From an optimization exercise on the open Yosys and OpenROAD flow, aimed at small area; shortcuts taken in it are not production practice.
Only simulation tests tie the RTL to the original design; equivalence was not proved.
No driver is modelled on the clock port, so clocking that relies on it looks cheaper here than on a real chip.
No activity file was given, so power comes from the tool's default toggle rates.

== run a ==
Design wavelet_transform, start of the top module:
module wavelet_transform(clk, rst, data_stream, H_out, L_out, addr);
input clk, rst;
output reg [0:7] H_out;
output reg [0:7] L_out;
output reg  [0:7] addr;
input [0:7] data_stream;
wire [2:0] p = addr[5:7];
reg  [7:0] a1, a2;       
reg  [7:0] se, sf, sg1, sg2, sk;
reg  [7:0] ao, af, ag1, ag2, ak;
reg  [7:0] lp1, lpx, lp3;
reg  [7:0] mux_a, mux_b, mux_c, mux_e;
reg  warm;
wire early = !warm && !addr[4];
always @* begin
    case (p)
    3'd0: begin mux_a = early ? 8'h00 : lpx; mux_b = data_stream;
                mux_c = early ? 8'h00 : se;  mux_e = early ? 8'h00 : ak;  end
    3'd1: begin mux_a = data_stream;         mux_b = lpx;
                mux_c = early ? 8'h00 : sf;  mux_e = early ? 8'h00 : ao;  end
    3'd2: begin mux_a = early ? 8'h00 : lpx; mux_b = data_stream;
                mux_c = se;                  mux_e = early ? 8'h00 : af;  end
    3'd3: begin mux_a = data_stream;         mux_b = lp1;
                mux_c = warm ? sg2 : 8'h00;  mux_e = ao;  end
    3'd4: begin mux_a = lpx;                 mux_b = data_stream;
                mux_c = se;                  mux_e = warm ? ag2 : 8'h00; end
  ...
For scale: ~380 cells after synthesis, ~150 flip-flops, about 34 I/O pins, roughly 6000 um^2 of cells after synthesis.
==> flow/config.mk <==
export PLATFORM = sky130hd
export DESIGN_NAME = wavelet_transform
export DESIGN_NICKNAME = wavelet_transform
export VERILOG_FILES = /design/flow/design.v
export SDC_FILE = /design/flow/constraint.sdc
export NUM_CORES = 4
export LEC_CHECK = 0
export CAP_MARGIN = 20
export CORE_MARGIN = 2
export CORE_UTILIZATION = 55
export GPL_TIMING_DRIVEN = 0
export SLEW_MARGIN = 20
==> flow/constraint.sdc <==
create_clock -name core_clock -period 6.0 [get_ports {clk}]
set_input_delay 1.2000 -clock core_clock [delete_from_list [all_inputs] [get_ports {clk}]]
set_output_delay 1.2000 -clock core_clock [all_outputs]
set_load 0.01 [all_outputs]
standard.sh (not shown) runs the stock make flow with config.mk's settings and CLKGATE_MAP_FILE= SYNTH_SCRIPT=/design/flow/synth_recipe.tcl, a recipe that flattens the netlist after the stock synthesis.
==> flow/flow/run.sh <==
#!/bin/bash
# Own layout flow: the standard synthesis and ORFS steps, with
#  - single-size buffers on the ports (buf_1 instead of clkdlybuf4s50_1),
#  - a clock tree of clkbuf_4 cells without dummy loads, where the clock
#    buffers whose loads see too high a slew are upsized to clkbuf_8
#    (flow/fixclk.tcl) before routing.
# Each step's full output goes to a log file of its own in the work folder.
set -euo pipefail
export BUFFER_PORTS_ARGS="-buffer_cell sky130_fd_sc_hd__buf_1"
export REMOVE_ABC_BUFFERS=1
export CTS_ARGS="-sink_clustering_enable -repair_clock_nets -buf_list sky130_fd_sc_hd__clkbuf_4 -dont_use_dummy_load"
bash standard.sh synth > synth.log 2>&1
bash standard.sh cts > place_cts.log 2>&1
RESULTS="$PWD/orfs/results/$FLOW_PLATFORM/wavelet_transform/base" openroad -no_init -exit flow/fixclk.tcl > fixclk.log 2>&1
bash standard.sh finish > route_finish.log 2>&1
==> flow/flow/fixclk.tcl <==
# After CTS: the clock tree is built from clkbuf_4 cells. Upsize to clkbuf_8
# every clock buffer whose loads see a slew above the target, then legalise
# the placement again.
set plat $::env(FLOW_HOME)/platforms/sky130hd
set res $::env(RESULTS)
read_liberty $plat/lib/sky130_fd_sc_hd__tt_025C_1v80.lib
read_db $res/4_cts.odb
read_sdc $res/4_cts.sdc
source $plat/setRC.tcl
set_propagated_clock [all_clocks]

set target 0.105
for {set iter 0} {$iter < 5} {incr iter} {
  estimate_parasitics -placement
  set changed 0
  foreach inst [get_cells *] {
    if {[get_property $inst ref_name] ne "sky130_fd_sc_hd__clkbuf_4"} { continue }
    set out [get_pins -of_objects $inst -filter "direction == output"]
    set worst 0
    foreach p [get_pins -of_objects [get_nets -of_objects $out] -filter "direction == input"] {
      set s [get_property $p slew_max]
      if {$s > $worst} { set worst $s }
    }
    if {$worst > $target} {
      replace_cell $inst [get_lib_cells */sky130_fd_sc_hd__clkbuf_8]
      puts "upsized [get_full_name $inst]: load slew [format %.3f $worst] ns"
      set changed 1
    }
  }
  if {!$changed} { break }
}
detailed_placement
check_placement -verbose
estimate_parasitics -placement
set worst 0
foreach p [get_pins -hierarchical */CLK] {
  set s [get_property $p slew_max]
  if {$s > $worst} { set worst $s }
}
puts "worst flip-flop clock pin slew after fix: [format %.3f $worst] ns"
report_checks -path_delay min_max -format end
write_db $res/4_cts.odb
The final layout from run a, which completed every stage, passed the timing, design-rule and antenna checks at the end of the flow.
Setup changes, run a to run b
- GPL_TIMING_DRIVEN no longer set, was 0
-- flow/flow/run.sh --
<<< run a, line 9
export BUFFER_PORTS_ARGS="-buffer_cell sky130_fd_sc_hd__buf_1"
export REMOVE_ABC_BUFFERS=1
export CTS_ARGS="-sink_clustering_enable -repair_clock_nets -buf_list sky130_fd_sc_hd__clkbuf_4 -dont_use_dummy_load"
>>> run b, line 9
export BUFFER_PORTS_ARGS="-buffer_cell sky130_fd_sc_hd__buf_1"
export RECOVER_POWER=100
export CTS_ARGS="-sink_clustering_enable -repair_clock_nets -buf_list sky130_fd_sc_hd__clkbuf_4 -dont_use_dummy_load"
- Instance area at placement was higher in the run labelled run b.
- Run a → run b: clock network fraction of design power climbed 0.4 points; area of all placed cells without fillers dropped about 0.7%; wire length reported by the detailed router climbed about 1.6%; post-route core utilization dropped 0.43 points; count of placed standard cells in the final layout, fillers left out climbed 1.6%.
- Final critical-path setup slack for run b is higher than for run a.
- Across run b and run a, a clean result was obtained everywhere but in run b.
- Run b -> stages 100% | layout checks FAIL | capacitance limit, slew limit
- Looking at capture point of the critical path, the L_out[0] result is from run b; the H_out[0] one comes from run a.

## separate check: timing with driven ports
Ports are ideal in the flow. The routed layouts listed here were re-timed in OpenROAD.
Step 1, drivers: a clkbuf_16 drives clk and a buf_2 each remaining input, both assumed.
Step 2 moves the port delays by t, midway between the first and last clock arrival at a register: inputs arrive t later, outputs are due t later. That takes back most of the time a late clock gives input paths.
a / b / c = no drivers / after step 1 / after step 2; a / b = the first two.
run | t, ns | setup slack, ns | worst setup path after step 2
run a | 0.426 | 0.402 / 0.402 / 0.402 | register to register
run b | 0.440 | 0.625 / 0.625 / 0.625 | register to register
